This is an optimization exercise on Yosys and OpenROAD, whose aim is small area, a short achievable clock period and few clock cycles, not a production implementation.
Function was checked by simulation only, so behaviour that the tests miss may differ from the original.

==> design/flow/design.v <==
`timescale 1ns / 1ps
module PC(
        input clk, reset, 
        input PCEN,
        input [31:0] a_NPC,
        output reg [31:0] a_PC_I
    );
    always @(posedge clk) begin
        if(reset) begin
            a_PC_I <= 32'h0000_3000;
        end
        else if (PCEN) begin
            a_PC_I <= a_NPC;
        end
    end
endmodule
`timescale 1ns / 1ps
module NPC(
        input c_branch,
        input c_j, c_jr, 
        input [31:0] PC, PC_I,       
        input [25:0] imm26,
        input [31:0] v_Jump,
        output reg [31:0] a_NPC
    );
    wire [31:0] PC4             = PC + 32'h00000004;
    wire [31:0] branch_target   = PC + 32'h00000004 + {{14{imm26[15]}}, imm26[15:0], 2'b00};
    wire [31:0] jump_target     = {{PC4[31:28]}, imm26, 2'b00};
    always @(*) begin
        a_NPC =   (c_jr)        ?  v_Jump :
                (c_branch)    ?  branch_target :
                (c_j)         ?  jump_target : PC_I + 4;
    end
endmodule
`timescale 1ns / 1ps
module GRF(
        input           clk, reset,
        input [4:0]     R1, R2, R3,
        input [31:0]    WD, PC,
        output [31:0]   DR1, DR2
    );
    reg [31:0] regs [31:0];
    integer i;
    always @(posedge clk) begin
        if (reset) begin
            for(i = 0; i < 32; i = i + 1) regs[i] <= 0;
        end
        else begin
            if (R3 != 0) begin
                regs[R3] <= WD;
            end
        end
    end
    assign DR1 = (R1 == R3 && R1 != 0) ? WD : regs[R1];
    assign DR2 = (R2 == R3 && R2 != 0) ? WD : regs[R2];
endmodule
`timescale 1ns / 1ps
module CMP(
        input [31:0] in1, in2,
        output eq, eqz, ltz, gtz
    );
    assign eq  = in1 == in2;
    assign eqz = 1'b0;
    assign ltz = 1'b0;
    assign gtz = 1'b0;
endmodule
`timescale 1ns / 1ps
module Controller(
		input [31:0] instr,
		input [31:0] addr_M,
		input c_eq, c_eqz, c_ltz,
		output 			c_signExt,
		output 			c_branch, 
		output 			c_j, 
		output 			c_jr,
		output 			c_selWD_D,
		output [4:0] 	a_WB_D,
		output 			c_MD,
		output [3:0] 	c_ALU_op,
		output [1:0] 	c_selWD_E,
		output 			c_ALU_in1, c_ALU_in2,
		output 			start,
		output			c_HIWE, c_LOWE,
		output [2:0]	MDUop,
		output 			c_memWE,
		output reg[3:0]	c_byte,
		output [2:0]	c_loadSign,
		output 			c_selWD_M,
		output [2:0]	c_storeSign,
		output 			h_D1, h_D2,
		output 			h_E1, h_E2,
		output 			h_M2
    );
	wire [5:0] op, funct, rt;
	assign op 		= instr[31:26];
	assign funct	= instr[5:0];
	assign rt 		= instr[20:16];
	wire add, sub, and_, or_, slt, sltu;
	wire addi, andi, ori, lui;
	wire lb, lh, lw, sb, sh, sw;
	wire mult, multu, div, divu, mfhi, mflo, mthi, mtlo;
	wire beq, bne, jal, jr;
	assign add 	= (op == 6'h0) & (funct == 6'b100000);
	assign sub 	= (op == 6'h0) & (funct == 6'b100010);
	assign and_	= (op == 6'h0) & (funct == 6'b100100);
	assign or_ 	= (op == 6'h0) & (funct == 6'b100101);
	assign slt 	= (op == 6'h0) & (funct == 6'b101010);
	assign sltu	= (op == 6'h0) & (funct == 6'b101011);
	assign addi = (op == 6'b001000);
	assign andi = (op == 6'b001100);
	assign ori  = (op == 6'b001101);
	assign lui  = (op == 6'b001111);
	assign lb 	= (op == 6'b100000);
	assign lh   = (op == 6'b100001);
	assign lw	= (op == 6'b100011);
	assign sb   = (op == 6'b101000);
	assign sh 	= (op == 6'b101001);
	assign sw 	= (op == 6'b101011);
	assign mult = (op == 6'h0) & (funct == 6'b011000);
	assign multu= (op == 6'h0) & (funct == 6'b011001); 
	assign div  = (op == 6'h0) & (funct == 6'b011010);
	assign divu = (op == 6'h0) & (funct == 6'b011011);
	assign mfhi = (op == 6'h0) & (funct == 6'b010000);
	assign mflo = (op == 6'h0) & (funct == 6'b010010);
	assign mthi = (op == 6'h0) & (funct == 6'b010001);
	assign mtlo = (op == 6'h0) & (funct == 6'b010011);
	assign beq = (op == 6'b000100);
	assign bne = (op == 6'b000101);
	assign jal = (op == 6'b000011);
	assign jr  = (op == 6'h0) & (funct == 6'b001000);
	assign c_signExt 	= 	lw | lb | lh | sw | sb | sh |
							addi | beq | bne;
	assign c_branch		= 	(beq & c_eq) | (bne & ~c_eq);
	assign c_j 			= 	jal;
	assign c_jr 			= 	jr;
	assign c_selWD_D	= 	jal;  
	assign a_WB_D = (jal)                            			? 5'd31 :          
						(lui | andi | ori | addi | lw | lb | lh) 	? instr[20:16] :  
						(add | sub | and_ | or_ | sltu | slt | mfhi | mflo) ? instr[15:11] :
						0;
	assign c_MD 		= 	mult | multu | div | divu | mfhi | mflo | mthi | mtlo;
	assign c_ALU_op = 	(add | addi)  ?		4'b0000 : 
						(sub) 		  ?		4'b0001 :
						(and_ | andi) ?		4'b0010 :
						(or_  | ori)  ?		4'b0011 :
						(lui) 		  ?		4'b0100 :
						(slt)		  ?		4'b0101 :
						(sltu)		  ? 	4'b0110 :
						4'b0000;
	assign c_ALU_in1 = 0; 
	assign c_ALU_in2 = 	andi | ori | lui | lw | lb | lh | sw | sb | sh |addi;
	assign start 	= 	mult | multu | div | divu;
	assign MDUop 	= 	multu ? 3'b000 :
						mult  ? 3'b001 :
						divu  ? 3'b010 :
						div   ? 3'b011 :
						3'b000;
	assign c_HIWE	= mthi;
	assign c_LOWE	= mtlo;
	assign c_selWD_E= 	mflo ? 2'b11 :
						mfhi ? 2'b10 :
						(add | sub | andi | ori | lui |
						and_ | or_ | addi | slt | sltu) ? 2'b01 :
						2'b00;
	assign c_memWE		= sw | sh | sb;
	assign c_loadSign 	= 	(lh) ? 3'b001 :  
							(lb) ? 3'b010 :  
							3'b000;			 
	assign c_storeSign 	= 	(sh) ? 3'b001 : 
							(sb) ? 3'b010 : 
							(sw) ? 3'b011 :
							3'b000;			 
	assign c_selWD_M 	= lw | lb | lh;
	always @(*) begin
	    if (sw) begin
			c_byte = 4'b1111;
		end
		else if (sh) begin
			casez(addr_M[1:0])
				2'b0? : c_byte = 4'b0011;
				2'b1? : c_byte = 4'b1100;
			endcase
		end
		else if (sb) begin
			case(addr_M[1:0])
				2'b00: c_byte = 4'b0001;
				2'b01: c_byte = 4'b0010;
				2'b10: c_byte = 4'b0100;
				2'b11: c_byte = 4'b1000;
			endcase
		end
		else
			c_byte = 4'b0000;
	end	
	assign h_D1 = jr | beq | bne;
	assign h_D2 = beq | bne;
	assign h_E1 = 	add | sub | ori | andi | and_| or_ |
					addi | lw | lb | lh | sw | sb | sh |
					slt | sltu | mult | multu | div | divu | mthi | mtlo;
	assign h_E2 =	add | sub | or_ | and_ | slt | sltu| 
					mult | multu | div | divu;
	assign h_M2 = sw | sh | sb;
endmodule
`timescale 1ns / 1ps
module ALU(
        input [31:0] A,
        input [31:0] B,
        input [3:0] ALUOp,
        output reg [31:0] out
    );
    always @(*) begin
        case(ALUOp)
            4'b0000 :
				out = A + B;
			4'b0001 :
				out = A - B;
			4'b0010 :
				out = A & B;
			4'b0011 :
				out = A | B;
			4'b0100:
				out = {B[15:0], 16'h0};
			4'b0101:
				out = ($signed(A) < $signed(B));
			4'b0110:
				out = (A < B);
			default:
				out = 0;
		endcase
    end
endmodule
`timescale 1ns / 1ps
module MDU(
    input           clk,
    input           reset,
    input [31:0]    in1,
    input [31:0]    in2,
    input           start,
    input [2:0]     MDUOp,
    input           HIWE, 
    input           LOWE, 
    output reg [31:0] HI,
    output reg [31:0] LO,
    output            busy    
);
    reg [31:0]  temp_HI, temp_LO;
    reg [3:0]   cnt;
    assign busy = (cnt != 0);
    always @(posedge clk) begin
        if (reset) begin
            HI      <= 0;
            LO      <= 0;
            temp_HI <= 0;
            temp_LO <= 0;
            cnt     <= 0;
        end else begin
            if (cnt > 0) begin
                cnt <= cnt - 1;
                if (cnt == 1) begin
                    HI <= temp_HI;
                    LO <= temp_LO;
                end
            end
            if (start) begin
                case (MDUOp)
                    3'b000 : begin
                        {temp_HI, temp_LO} <= in1 * in2;
                        cnt <= 1;
                    end
                    3'b001 : begin
                        {temp_HI, temp_LO} <= $signed(in1) * $signed(in2);
                        cnt <= 1;
                    end
                    3'b010 : begin
                        if(in2 != 0) begin
                            temp_LO <= in1 / in2;
                            temp_HI <= in1 % in2;
                        end else begin 
                            temp_LO <= LO;
                            temp_HI <= HI;
                        end
                        cnt <= 1;
                    end
                    3'b011 : begin
                        if(in1 == 32'h80000000 && in2 == 32'hffffffff) begin
                            temp_LO <= 32'h80000000;
                            temp_HI <= 32'h00000000;
                        end else if(in2 != 0) begin
                            temp_LO <= $signed(in1) / $signed(in2);
                            temp_HI <= $signed(in1) % $signed(in2);
                        end else begin
                            temp_LO <= LO;
                            temp_HI <= HI;
                        end
                        cnt <= 1;
                    end
                    default: cnt <= 0;
                endcase
            end 
            else if (HIWE) begin
                HI <= in1;
            end 
            else if (LOWE) begin
                LO <= in1;
            end
        end
    end
endmodule
`timescale 1ns / 1ps
module ModuleI(
        input clk, reset,
        input PCEN,
        input [31:0] a_NPC,
        output [31:0] a_PC_I
    );
    PC  u_PC (
        .clk(clk), .reset(reset),
        .PCEN(PCEN),
        .a_NPC(a_NPC),
        .a_PC_I(a_PC_I)
    );
endmodule
`timescale 1ns / 1ps
module RegID(
        input clk, reset,
        input ID_EN,
        input [31:0] instr_I,
        input [31:0] a_PC_I,
        output reg [31:0] instr_D,
        output reg [31:0] a_PC_D
    );
    always @(posedge clk) begin
        if (reset) begin
            instr_D <= 32'd0;
            a_PC_D  <= 32'd0;
        end else if (ID_EN) begin
            instr_D <= instr_I;
            a_PC_D  <= a_PC_I;
        end
    end
endmodule
`timescale 1ns / 1ps
module ModuleD(
    input clk, reset,
    input [31:0] instr_D, a_PC_D, a_PC_I,
    input [31:0] hv_fwd1_D, hv_fwd2_D,
    input [31:0] v_WB_W, a_PC_W,
    input [4:0]  a_WB_W,
    output [31:0] v_R1_D, v_R2_D,
    output [31:0] v_ext32,
    output [31:0] v_WB_D,
    output        vld_WB_D,
    output [4:0]  a_WB_D,
    output [31:0] a_NPC,
    output c_MD,
    output h_D1, h_D2
);
    wire [31:0] PC_D_NOP;
    wire [5:0] c_op, c_funct;
    wire c_eq, c_eqz, c_ltz;
    wire c_branch, c_j, c_jr;
    wire c_signExt;
    wire c_selWD;
    assign PC_D_NOP = a_PC_D + 32'h00008;
    assign c_op     = instr_D[31:26];
    assign c_funct  = instr_D[5:0];
    assign v_WB_D   = (c_selWD) ? PC_D_NOP : 32'b0;
    assign vld_WB_D = c_selWD;
    assign v_ext32 = c_signExt ? {{16{instr_D[15]}}, instr_D[15:0]} :
                                {{16'h0000}, instr_D[15:0]};
    Controller  u_ctrl_I (
        .instr(instr_D),
        .addr_M(32'd0),
        .c_branch(c_branch),
        .c_j(c_j),
        .c_jr(c_jr),
        .c_selWD_D(c_selWD),
        .a_WB_D(a_WB_D),
        .c_MD(c_MD),
        .c_eq(c_eq),
        .c_ltz(1'b0),
        .c_eqz(1'b0),
        .c_signExt(c_signExt),
        .h_D1(h_D1),
        .h_D2(h_D2)
    );
    CMP         u_cmp(
        .in1(hv_fwd1_D),
        .in2(hv_fwd2_D),
        .eq(c_eq)
    );
    NPC         u_npc (
        .c_branch(c_branch),
        .c_j(c_j),
        .c_jr(c_jr),
        .PC(a_PC_D), .PC_I(a_PC_I),
        .imm26(instr_D[25:0]),
        .v_Jump(hv_fwd1_D), .a_NPC(a_NPC)
    );
    GRF         u_grf (
        .clk(clk), .reset(reset),
        .PC(a_PC_W), 
        .R1(instr_D[25:21]),
        .R2(instr_D[20:16]),
        .R3(a_WB_W),
        .WD(v_WB_W),
        .DR1(v_R1_D),
        .DR2(v_R2_D)
    );
endmodule
`timescale 1ns / 1ps
module RegDE(
        input clk, reset,
        input DE_EN,
        input [31:0] a_PC_D, instr_D,
        input [31:0] v_R1_D, v_R2_D, v_WB_D,
        input [4:0]  a_WB_D, 
        input        vld_WB_D,
        input [31:0] v_imm32_D,
        output reg [31:0] a_PC_E, instr_E,
        output reg [31:0] v_R1_E, v_R2_E, v_WB_E,
        output reg [4:0]  a_WB_E,
        output reg        vld_WB_E,
        output reg [31:0] v_imm32_E
    );
task reset_regDE;
    begin: reset_block
        a_PC_E  <= 0;
        instr_E <= 0;
        v_R1_E  <= 0;
        v_R2_E  <= 0;
        v_WB_E  <= 0;
        a_WB_E  <= 0;
        vld_WB_E <= 0;
        v_imm32_E <= 0;
    end 
endtask
    always @(posedge clk) begin
        if(reset) reset_regDE;
        else if (DE_EN) begin
            a_PC_E      <= a_PC_D;
            instr_E     <= instr_D;
            v_R1_E      <= v_R1_D;
            v_R2_E      <= v_R2_D;
            v_WB_E      <= v_WB_D;
            a_WB_E      <= a_WB_D;
            vld_WB_E    <= vld_WB_D;
            v_imm32_E   <= v_imm32_D;
        end
    end
endmodule
`timescale 1ns / 1ps
module ModuleE(
        input           clk, reset,
        input [31:0]    instr_E,
        input [31:0]    v_R1_E, v_R2_E, v_WB_E,
        input [4:0]     a_WB_E,
        input           vld_WB_E,
        input [31:0]    v_imm32_E, 
        input [31:0]    hv_fwd1_E,
        input [31:0]    hv_fwd2_E,
        output [31:0]   v_WB_EM,
        output [31:0]   v_ALUout_EM,
        output [31:0]   v_R2_EM,
        output [4:0]    a_WB_EM,
        output          vld_WB_EM,
        output start,
        output busy,
        output h_E1, h_E2
    );
    wire [31:0] out, ALU_A, ALU_B;
    wire [3:0]  c_ALU_op;
    wire [2:0]  MDUOp;
    wire [1:0]  WD_sel_E;
    wire        c_ALU_in1, c_ALU_in2, c_HIWE, c_LOWE;
    wire [31:0] hi, lo;
    assign ALU_A    =   (c_ALU_in1 == 0)? hv_fwd1_E : {27'b0, instr_E[10:6]};
    assign ALU_B    =   (c_ALU_in2 == 0)? hv_fwd2_E : v_imm32_E;
    assign v_WB_EM  =   (WD_sel_E == 2'b00)?	v_WB_E  :
					    (WD_sel_E == 2'b01)?	out     :
                        (WD_sel_E == 2'b10)?    hi      :
                        (WD_sel_E == 2'b11)?    lo      :
					    v_WB_E;
    assign a_WB_EM      = a_WB_E;
    assign vld_WB_EM    = vld_WB_E | (WD_sel_E != 2'b00);
    assign v_R2_EM      = hv_fwd2_E;
    assign v_ALUout_EM  = out;
    Controller u_ctrl_E(
        .instr(instr_E),
        .addr_M(32'd0),
        .c_eq(1'b0), .c_eqz(1'b0), .c_ltz(1'b0),
        .c_ALU_op(c_ALU_op),
        .c_selWD_E(WD_sel_E),
        .c_ALU_in1(c_ALU_in1),
        .c_ALU_in2(c_ALU_in2),
        .start(start),
        .c_HIWE(c_HIWE),
        .c_LOWE(c_LOWE),
        .MDUop(MDUOp),
        .h_E1(h_E1), .h_E2(h_E2)
    );
    ALU     u_alu (
        .A(ALU_A), 
        .B(ALU_B),
        .ALUOp(c_ALU_op),
        .out(out)
    );
    MDU     u_mdu (
        .clk(clk),
        .reset(reset),
        .in1(hv_fwd1_E),
        .in2(hv_fwd2_E),
        .start(start),
        .busy(busy),
        .MDUOp(MDUOp),
        .HIWE(c_HIWE),
        .LOWE(c_LOWE),
        .HI(hi),
        .LO(lo)
    );
endmodule
`timescale 1ns / 1ps
module RegEM(
        input           clk, reset,
        input [31:0]    a_PC_E, instr_E,
        input [31:0]    v_R2_EM,
        input [31:0]    v_ALUout_EM,
        input [4:0]     a_WB_EM,
        input           vld_WB_EM,
        input [31:0]    v_WB_EM,
        output reg [31:0] a_PC_M, instr_M,
        output reg [31:0] v_WB_M,
        output reg [31:0] v_ALUout_M,
        output reg [31:0] v_R2_M,
        output reg [4:0]  a_WB_M,
        output reg        vld_WB_M
    );
task reset_regEM;
    begin: reset_block
        a_PC_M      <= 0;
        instr_M     <= 0;
        a_WB_M      <= 0;
        vld_WB_M    <= 0;
        v_WB_M      <= 0;
        v_ALUout_M  <= 0;
        v_R2_M      <= 0;
    end
endtask
    always @(posedge clk) begin
        if (reset) reset_regEM;
        else begin
            a_PC_M      <= a_PC_E;
            instr_M     <= instr_E;
            a_WB_M      <= a_WB_EM;
            vld_WB_M    <= vld_WB_EM;
            v_WB_M      <= v_WB_EM;
            v_ALUout_M  <= v_ALUout_EM;
            v_R2_M      <= v_R2_EM;
        end
    end
endmodule
`timescale 1ns / 1ps
module ModuleM(
        input           clk, reset,
        input [31:0]    a_PC_M,
        input [31:0]    instr_M,
        input [4:0]     a_WB_M,
        input [31:0]    v_WB_M,
        input [31:0]    v_ALUout_M,
        input [31:0]    hv_fwd2_M,
        output [4:0]    a_WB_MW,
        output [31:0]   v_WB_MW,
        input [31:0]    v_MEM_rdata,
        output [31:0]   a_MEM,
        output [31:0]   v_MEM_wdata,
        output [3:0]    c_byte,
        output [31:0]   a_PCM
);
    wire        c_memWE;
    wire [2:0]  c_loadSign;
    wire [31:0] v_MEM;
    wire        c_selWD_M;
    wire [2:0]  c_storeSign;
    assign a_MEM = v_ALUout_M;
    Controller      u_ctrl_M (
        .instr(instr_M),
        .addr_M(v_ALUout_M),
        .c_eq(1'b0), .c_eqz(1'b0), .c_ltz(1'b0),
        .c_memWE(c_memWE),
        .c_byte(c_byte),
        .c_loadSign(c_loadSign),
        .c_selWD_M(c_selWD_M),
        .c_storeSign(c_storeSign)
    );
    wire [7:0]      word_byte;
    wire [15:0]     word_half;
    assign word_byte =  (v_ALUout_M[1:0] == 2'b00) ? v_MEM_rdata[7:0]   :
                        (v_ALUout_M[1:0] == 2'b01) ? v_MEM_rdata[15:8]  :
                        (v_ALUout_M[1:0] == 2'b10) ? v_MEM_rdata[23:16] :
                        v_MEM_rdata[31:24];
    assign word_half =  (v_ALUout_M[1:0] == 2'b00 || v_ALUout_M[1:0] == 2'b01) ? v_MEM_rdata[15:0] :
                        v_MEM_rdata[31:16];
    assign v_MEM    =   (c_loadSign == 3'b000) ? v_MEM_rdata :
                        (c_loadSign == 3'b001) ? {{16{word_half[15]}}, word_half[15:0]} :
                        (c_loadSign == 3'b010) ? {{24{word_byte[7]}}, word_byte[7:0]} :
                        v_MEM_rdata;
    assign a_WB_MW  = a_WB_M;
    assign v_WB_MW  = (c_selWD_M == 0) ? v_WB_M : v_MEM;
    assign a_PCM    = a_PC_M;
    assign v_MEM_wdata =    (c_storeSign == 3'b011) ? hv_fwd2_M :
                            (c_storeSign == 3'b001) ? {2{hv_fwd2_M[15:0]}}:
                            (c_storeSign == 3'b010) ? {4{hv_fwd2_M[7:0]}} :
                            32'h0;
endmodule
`timescale 1ns / 1ps
module RegMW(
        input clk,
        input reset,
        input [31:0] a_PC_M,
        input [31:0] instr_M,
        input [4:0] a_WB_M,
        input [31:0] v_WB_M,
        output reg [31:0] a_PC_W,
        output reg [31:0] instr_W,
        output reg [4:0] a_WB_W,
        output reg [31:0] v_WB_W
    );
    always@(posedge clk) begin
		if(reset) begin
            a_PC_W      <=  0;
            instr_W     <=  0;
            a_WB_W      <=  0;
            v_WB_W      <=  0;
		end
		else begin
			a_PC_W <= a_PC_M;
			instr_W <= instr_M;
			a_WB_W <= a_WB_M;
			v_WB_W <= v_WB_M;
		end
	end
endmodule
`timescale 1ns / 1ps
module Hazard (
    input clk, 
    input reset,
    input  [4:0]  a_R1_D, a_R2_D,
    input  [31:0] v_R1_D, v_R2_D,
    input  h_D1, h_D2,
    input  MDU,
    input  [4:0]  a_R1_E, a_R2_E,
    input  [31:0] v_R1_E, v_R2_E,
    input  h_E1, h_E2,
    input start, busy,
    input  [4:0]  a_R2_M, 
    input  [31:0] v_R2_M,
    input  [4:0]  a_WB_E,              
    input  [31:0] v_WB_E,
    input         vld_WB_E,             
    input  [4:0]  a_WB_M,        
    input  [31:0] v_WB_M,    
    input         vld_WB_M,             
    input  [4:0]  a_WB_W,
    input  [31:0] v_WB_W,
    output h_stall_I,                 
    output h_stall_ID,                 
    output h_stall_DE,                 
    output h_flush_DE,                 
    output h_flush_EM,                 
    output [31:0] hv_fwd1_D, hv_fwd2_D,
    output [31:0] hv_fwd1_E, hv_fwd2_E,
    output [31:0] hv_fwd2_M
);
    reg [4:0]   a_WB;
    reg [31:0]  v_WB;
    always @(posedge clk) begin
        if (reset) {a_WB, v_WB} <= 0;
        else {a_WB, v_WB} <= {a_WB_W, v_WB_W};
    end
    wire h_stall_D, h_stall_E;
    assign h_stall_D = 
    ((
        (h_D1 && a_R1_D == a_WB_E && a_WB_E != 0 && !vld_WB_E) ||
        (h_D1 && a_R1_D == a_WB_M && a_WB_M != 0 && !vld_WB_M 
            && !(a_R1_D == a_WB_E && a_WB_E != 0 && vld_WB_E))
    ) ||
    (
        (h_D2 && a_R2_D == a_WB_E && a_WB_E != 0 && !vld_WB_E) ||
        (h_D2 && a_R2_D == a_WB_M && a_WB_M != 0 && !vld_WB_M 
            && !(a_R2_D == a_WB_E && a_WB_E != 0 && vld_WB_E))
    ) || 
    ((start || busy) && MDU) )&& ~h_stall_E;
    assign h_stall_E =  (h_E1 && a_R1_E == a_WB_M && a_WB_M != 0 && !vld_WB_M) ||
                        (h_E2 && a_R2_E == a_WB_M && a_WB_M != 0 && !vld_WB_M);
    assign h_stall_I =  h_stall_D || h_stall_E;
    assign h_stall_ID = h_stall_D || h_stall_E;
    assign h_stall_DE = h_stall_E;
    assign h_flush_DE = h_stall_D;
    assign h_flush_EM = h_stall_E;
    assign hv_fwd1_D =	(a_R1_D == a_WB_E && a_WB_E != 0)? v_WB_E :
					    (a_R1_D == a_WB_M && a_WB_M != 0)? v_WB_M :
					    v_R1_D;
	assign hv_fwd2_D =	(a_R2_D == a_WB_E && a_WB_E != 0)? v_WB_E :
					    (a_R2_D == a_WB_M && a_WB_M != 0)? v_WB_M :
					    v_R2_D;
    assign hv_fwd1_E =	(a_R1_E == a_WB_M && a_WB_M != 0)? v_WB_M :
					    (a_R1_E == a_WB_W && a_WB_W != 0)? v_WB_W :
                        (a_R1_E == a_WB && a_WB != 0)? v_WB :
					    v_R1_E;
	assign hv_fwd2_E =	(a_R2_E == a_WB_M && a_WB_M != 0)? v_WB_M :
					    (a_R2_E == a_WB_W && a_WB_W != 0)? v_WB_W :
                        (a_R2_E == a_WB && a_WB != 0)? v_WB :
					    v_R2_E;
    assign hv_fwd2_M  = (a_R2_M == a_WB_W && a_WB_W != 0) ? v_WB_W : v_R2_M;
endmodule
`timescale 1ns / 1ps
module mips(
        input clk,
        input reset,
        input [31:0] i_inst_rdata,       
        input [31:0] m_data_rdata,       
        output [31:0] i_inst_addr,       
        output [31:0] m_data_addr,       
        output [31:0] m_data_wdata,      
        output [3 :0] m_data_byteen,     
        output [31:0] m_inst_addr,       
        output w_grf_we,                 
        output [4:0] w_grf_addr,         
        output [31:0] w_grf_wdata,       
        output [31:0] w_inst_addr        
    );
    wire [31:0] a_PC_I, a_PC_D, a_PC_E, a_PC_M, a_PC_W, a_NPC;
    wire [31:0] instr_I, instr_D, instr_E, instr_M, instr_W;
    wire [31:0] v_R1_D, v_R1_E;
    wire [31:0] v_R2_D, v_R2_E, v_R2_EM, v_R2_M;
    wire [31:0] v_WB_D, v_WB_E, v_WB_M, v_WB_EM, v_WB_MW, v_WB_W;
    wire [4:0]  a_WB_D, a_WB_E, a_WB_M, a_WB_EM, a_WB_MW, a_WB_W;
    wire        vld_WB_D, vld_WB_E, vld_WB_EM, vld_WB_M;
    wire [31:0] hv_WB_E, hv_WB_M;
    wire [4:0]  ha_WB_E, ha_WB_M;
    wire [31:0] hv_fwd1_D, hv_fwd2_D, hv_fwd1_E, hv_fwd2_E, hv_fwd2_M;
    wire [31:0] fwd1_D, fwd2_D, fwd1_E, fwd2_E, fwd2_M;
    wire [31:0] v_imm32_D, v_imm32_E, ext_imm32_M;
    wire [31:0] ALUout_E, ALUout_M;
    wire h_stall_I;
    wire h_stall_ID;
    wire h_stall_DE;
    wire h_flush_DE;
    wire h_flush_EM;
    wire h_D1, h_D2;
    wire h_E1, h_E2;
    wire c_MD;
    wire start;
    wire busy;
    wire [3:0] c_byte;  
    wire [31:0] a_PCM;  
    ModuleI u_modI (
        .clk(clk),
        .reset(reset),
        .PCEN(~h_stall_I),
        .a_NPC(a_NPC),
        .a_PC_I(a_PC_I)
    );
    assign i_inst_addr  = a_PC_I;
    assign instr_I      = i_inst_rdata;
    RegID   r_modID (
        .clk(clk), .reset(reset),
        .ID_EN(~h_stall_ID),
        .instr_I(instr_I),
        .instr_D(instr_D), 
        .a_PC_I(a_PC_I),
        .a_PC_D(a_PC_D)
    );
    ModuleD u_modD (
        .clk(clk), .reset(reset),
        .instr_D(instr_D),
        .a_PC_I(a_PC_I),
        .a_PC_D(a_PC_D),
        .hv_fwd1_D(hv_fwd1_D),
        .hv_fwd2_D(hv_fwd2_D),
        .v_WB_W(v_WB_W),
        .a_WB_W(a_WB_W),
        .a_PC_W(a_PC_W),
        .v_R1_D(v_R1_D),
        .v_R2_D(v_R2_D),
        .a_WB_D(a_WB_D),
        .v_WB_D(v_WB_D),
        .vld_WB_D(vld_WB_D),
        .v_ext32(v_imm32_D),
        .a_NPC(a_NPC),
        .h_D1(h_D1),
        .h_D2(h_D2),
        .c_MD(c_MD)
    );
    assign w_grf_we     = (a_WB_W != 0);
    assign w_grf_addr   = (a_WB_W);
    assign w_grf_wdata  = (v_WB_W);
    assign w_inst_addr  = (a_PC_W);
    RegDE   r_modDE (
        .clk(clk), .reset(reset || h_flush_DE),
        .DE_EN(~h_stall_DE),
        .instr_D(instr_D), 
        .instr_E(instr_E),
        .a_PC_D(a_PC_D),
        .a_PC_E(a_PC_E),
        .v_imm32_D(v_imm32_D),
        .v_imm32_E(v_imm32_E),
        .v_R1_D(v_R1_D), .v_R2_D(v_R2_D),
        .v_WB_D(v_WB_D), .a_WB_D(a_WB_D), .vld_WB_D(vld_WB_D),
        .v_R1_E(v_R1_E), .v_R2_E(v_R2_E),
        .v_WB_E(v_WB_E), .a_WB_E(a_WB_E), .vld_WB_E(vld_WB_E)
    );
    ModuleE u_modE (
        .clk(clk), .reset(reset),
        .instr_E(instr_E),
        .v_R1_E(v_R1_E),
        .v_R2_E(v_R2_E),
        .v_WB_E(v_WB_E),
        .a_WB_E(a_WB_E),
        .vld_WB_E(vld_WB_E),
        .v_imm32_E(v_imm32_E),
        .hv_fwd1_E(hv_fwd1_E),
        .hv_fwd2_E(hv_fwd2_E),
        .v_WB_EM(v_WB_EM),
        .v_ALUout_EM(ALUout_E),
        .v_R2_EM(v_R2_EM),
        .a_WB_EM(a_WB_EM),
        .vld_WB_EM(vld_WB_EM),
        .start(start),
        .busy(busy),
        .h_E1(h_E1),
        .h_E2(h_E2)
    );
    RegEM   r_modEM (
        .clk(clk),
        .reset(reset | h_flush_EM),
        .a_PC_E(a_PC_E),
        .instr_E(instr_E),
        .a_WB_EM(a_WB_EM),
        .vld_WB_EM(vld_WB_EM),
        .v_WB_EM(v_WB_EM),
        .v_ALUout_EM(ALUout_E),
        .v_R2_EM(v_R2_EM),
        .a_PC_M(a_PC_M),
        .instr_M(instr_M),
        .a_WB_M(a_WB_M),
        .v_WB_M(v_WB_M),
        .vld_WB_M(vld_WB_M),
        .v_ALUout_M(ALUout_M),
        .v_R2_M(v_R2_M)
    );
    ModuleM u_modM (
        .clk(clk),
        .reset(reset),
        .a_PC_M(a_PC_M),
        .instr_M(instr_M),
        .a_WB_M(a_WB_M),
        .v_WB_M(v_WB_M),
        .v_ALUout_M(ALUout_M),
        .hv_fwd2_M(hv_fwd2_M),
        .a_WB_MW(a_WB_MW),
        .v_WB_MW(v_WB_MW),
        .v_MEM_rdata(m_data_rdata),
        .a_MEM(m_data_addr),
        .v_MEM_wdata(m_data_wdata),
        .c_byte(m_data_byteen),
        .a_PCM(m_inst_addr)
    );
    RegMW   r_modMW (
        .clk(clk), 
        .reset(reset), 
        .a_PC_M(a_PC_M), 
        .instr_M(instr_M),
        .a_WB_M(a_WB_MW), 
        .v_WB_M(v_WB_MW), 
        .a_PC_W(a_PC_W), 
        .instr_W(instr_W),
        .a_WB_W(a_WB_W), 
        .v_WB_W(v_WB_W)
    );
    Hazard  u_hazard (
        .clk(clk),
        .reset(reset),
        .a_R1_D(instr_D[25:21]),
        .a_R2_D(instr_D[20:16]),
        .v_R1_D(v_R1_D),
        .v_R2_D(v_R2_D),
        .v_R1_E(v_R1_E),
        .v_R2_E(v_R2_E),
        .a_R1_E(instr_E[25:21]),
        .a_R2_E(instr_E[20:16]),
        .h_D1(h_D1),
        .h_D2(h_D2),
        .h_E1(h_E1),
        .h_E2(h_E2),
        .MDU(c_MD),
        .a_WB_E(a_WB_E),
        .v_WB_E(v_WB_E),
        .vld_WB_E(vld_WB_E),
        .start(start), .busy(busy),
        .a_R2_M(instr_M[20:16]),
        .v_R2_M(v_R2_M),
        .a_WB_M(a_WB_M),
        .v_WB_M(v_WB_M),
        .vld_WB_M(vld_WB_M),
        .a_WB_W(a_WB_W),
        .v_WB_W(v_WB_W),
        .hv_fwd1_D(hv_fwd1_D),
        .hv_fwd2_D(hv_fwd2_D),
        .hv_fwd1_E(hv_fwd1_E),
        .hv_fwd2_E(hv_fwd2_E),
        .hv_fwd2_M(hv_fwd2_M),
        .h_stall_I(h_stall_I),
        .h_stall_ID(h_stall_ID),
        .h_stall_DE(h_stall_DE),
        .h_flush_DE(h_flush_DE),
        .h_flush_EM(h_flush_EM)
    );
endmodule
==> design/flow/run.sh <==
#!/bin/bash
# synth_recipe.tcl (not shown) runs the flow's synth.tcl, then flattens the netlist and writes it again
# the make line also repeats each setting of config.mk as NAME=value (left out here)
make -C /OpenROAD-flow-scripts/flow DESIGN_CONFIG=/design/flow/config.mk WORK_HOME=/design/flow/orfs CLKGATE_MAP_FILE= SYNTH_SCRIPT=/design/flow/synth_recipe.tcl finish
==> design/flow/config.mk <==
export PLATFORM = sky130hd
export DESIGN_NAME = mips
export DESIGN_NICKNAME = mips
export VERILOG_FILES = /design/flow/design.v
export SDC_FILE = /design/flow/constraint.sdc
export NUM_CORES = 4
export LEC_CHECK = 0
export CAP_MARGIN = 20
export CORE_MARGIN = 2
export CORE_UTILIZATION = 30
export PLACE_DENSITY = 0.42
export SLEW_MARGIN = 20
==> design/flow/constraint.sdc <==
create_clock -name core_clock -period 90.0 [get_ports {clk}]
set_input_delay 18.0000 -clock core_clock [delete_from_list [all_inputs] [get_ports {clk}]]
set_output_delay 18.0000 -clock core_clock [all_outputs]
set_load 0.01 [all_outputs]
==> notes.md <==
stage by stage:
stage | utilization (%) | hold slack (ps) | std cells
after global routing | 37.3 | 456 | 34879
after detailed placement | 35.8 | 439 | 34393
after CTS | 36.9 | 449 | 34781
after floorplan | - | 425 | 22841
final | 37.3 | 447 | 34933
after global placement | 35.8 | 436 | 34388
layer usage:
layer | up-vias | routed length [µm]
li1 | 85579 | -
met1 | 97697 | 450000
met2 | 8246 | 495000
met3 | 2105 | 96700
met4 | 56 | 74400
met5 | - | 412
layout make-up:
class	count	area, µm²
fillers	68848	420000
multi-input cells	17854	149000
flip-flops and latches	1680	44000
repair buffers	4056	31900
well taps	8938	11200
inverters	1952	7350
clock buffers	283	5810
clock inverters	100	1100
diodes	70	175
timing repair:
| item | CTS | global route |
|---|---|---|
| cloned | 0 | 3 |
| resized for setup | 82 | 493 |
| setup endpoints to repair | 64 | 64 |
| pin swaps | 7 | 149 |
| setup buffers | 5 | 77 |
worst max-delay path: cells and delay by family (launching register included):
kind                       cells  cell delay (ps)
muxes                         19             5480
buffers and inverters         47             7760
DFF                            1              360
and+or+nand+nor               61            11030
adders and majority gates     31             8640
AOI/OAI and AO/OA            277            51890
cells in the mapped netlist (all sizes together), types with 195 or more instances:
cell	count
nand2	2496
nor2	2028
inv	1929
ha	1587
fa	1477
a21oi	1402
and2	1149
clkbuf	1082
edfxtp	1024
o21ai	971
xnor2	670
dfxtp	656
mux4	640
nor3	604
nand3	410
a21o	409
o21a	395
xor2	385
buf	273
mux2i	265
nor2b	227
a211oi	195
logic make-up (layout without fill, tap and decap cells):
kind of cell | count (synthesis) | count (layout) | share of synthesized area, %
other | 1 | 102 | 0.00186
AO/OA/AOI/OAI | 4720 | 4720 | 15.1
XOR/XNOR | 1055 | 1055 | 4.58
flip-flops | 1680 | 1680 | 21.7
adder cells (fa/ha/maj) | 3064 | 3064 | 24.5
AND/OR/NAND/NOR | 7921 | 7921 | 18.6
multiplexers | 1062 | 1062 | 9.33
buffers and inverters | 3307 | 6391 | 6.22
worst paths after layout:
kind / startpoint / to / slack (ps) / cells past startpoint
worst max register to register: r_modMW.a_WB_W[1] / u_modE.u_mdu.temp_HI[3] / 4620 / 435
worst min register to register: r_modDE.a_PC_E[26] / r_modDE.a_PC_E[26] / 450 / 2
worst min-delay path: r_modDE.a_PC_E[26] / r_modDE.a_PC_E[26] / 450 / 2
worst max-delay path: r_modMW.a_WB_W[1] / u_modE.u_mdu.temp_HI[3] / 4620 / 435
==> results.cfg <==
[clock_tree]
root_buffer = clkbuf_16
htree_levels = 4
clk_pin_slew_ps = 60
clk_path_buf_depth = 4
clock-sinks = 1680
cts_made_buffers = 209
cts_tree = done
hold_buffers = 0
clk_latency_ps = 1020

[sta]
hold_viol_final = 0
tightest_slew_ps = 1400
finalSetupTns_ps = 0
setup_viol = 0
finClkSkew_ps = 110
max_freq_mhz = 11.7
finalCritPeriodShare_pct = 94.9
slew_headroom_pct = 6.44
layout_setup_ws_ps = 4620
drv_slew = 0
final.min_clock_period_ps = 85380

[route]
drtAntennaViolNets = 0
drc = 0
vias = 193683
wire_per_inst_um = 32.0
vias_per_cell = 5.54
drt_iter0_markers = 20709
routed_wl_um = 1120000
drt_first_pass_iters = 9

[outcome]
outcome = no timing/DRC/antenna violations

[place]
place_ws_ps = -2000
numPortBuffers = 267
place_area_um2 = 240000
dp_hpwl_um = 857000
gp_congestion = 1.05

[yosys]
ys_types = 120
synth_area_um2 = 202000
syn_inst = 22810
synth_top_cell_area_share_pct = 15.2
synth_area_leaders = edfxtp_1 15%, fa_1 15%, ha_1 9.8%, mux4_2 7.1%, dfxtp_1 6.5%
ys_ff_latch = 1680
ys.flop_type = edfxtp_1
syn_area_per_cell_um2 = 8.85
synth_top_area_cell = edfxtp_1
synth_edf_count = 1024
async_flop_share_pct = 0
ys_seq_area_share_pct = 21.7
yosys_warnings = 11

[cells_and_area]
largest_register_ffs = 1024
stdcell_area_um2 = 251000
area_growth_pct = 24.1
top_register = u_modD.u_grf.regs
drive_above_1_share_pct = 22.4
fin_nets = 28883
layout_common_cells = 3712 x buf_4, 2476 x nand2_1, 1968 x nor2_1, 1894 x inv_1, 1580 x ha_1
final_common_cell = buf_4

[global_route]
grt_pass1_wl_um = 1540000
busiest_layer = met2
grt_max_degree = 223
track_usage_pct = 31.9
met3_usage_pct = 7.40
use_met1_pct = 40.7
grt_pass1_vias = 190747
grt_overflow_total = 0
antenna_found_initial = 132
use_met2_pct = 50.3

[worst_setup_path]
cp_data_required_time_ps = 90850
crit_type = flop to flop
critPathSlowestCell = or4_1
cpMostUsedCell = o21a_1
cp.arrival_ps = 86220
path_max_fanout = 31
end_kind = flop
start_kind = flop
cpPeakStageDelay_ps = 600

[die]
core_area_um2 = 671000
io_pins = 268
fp.dieArea_um2 = 680000
die_height_um = 824
rows = 301
start_util_pct = 30.1
fp.dieW_um = 824

[run]
drv_cap = 0

[min_path]
hp-class = flop to flop
Testbench counts, summed over its fixed seeds: cycles 28,510.

## what the ideal ports hide
No port has a modelled driver above. Below, the same layout with a new extraction and two added sets of constraints. Step 1 assumes that a clkbuf_16 drives the clock port and a buf_2 every other input. Step 2, shift: input delay + t, output delay - t, t = (earliest + latest rising clock arrival at the registers) / 2. This alone moves slack from input paths to output paths. Slacks: ideal ports / drivers / drivers and shift; pairs: ideal ports / drivers.
t (ns): 1.065
setup slack, ns: 4.622 / 4.622 / 4.622
worst setup path after step 2: register to register
clock arrival spread, ns: 0.141 / 0.141
worst slew at a driven data input, ns: 0.24
After both steps setup and hold are still met in this run. The setup slack of this run moves by 0.000 ns with the drivers and by 0.000 ns with both steps.
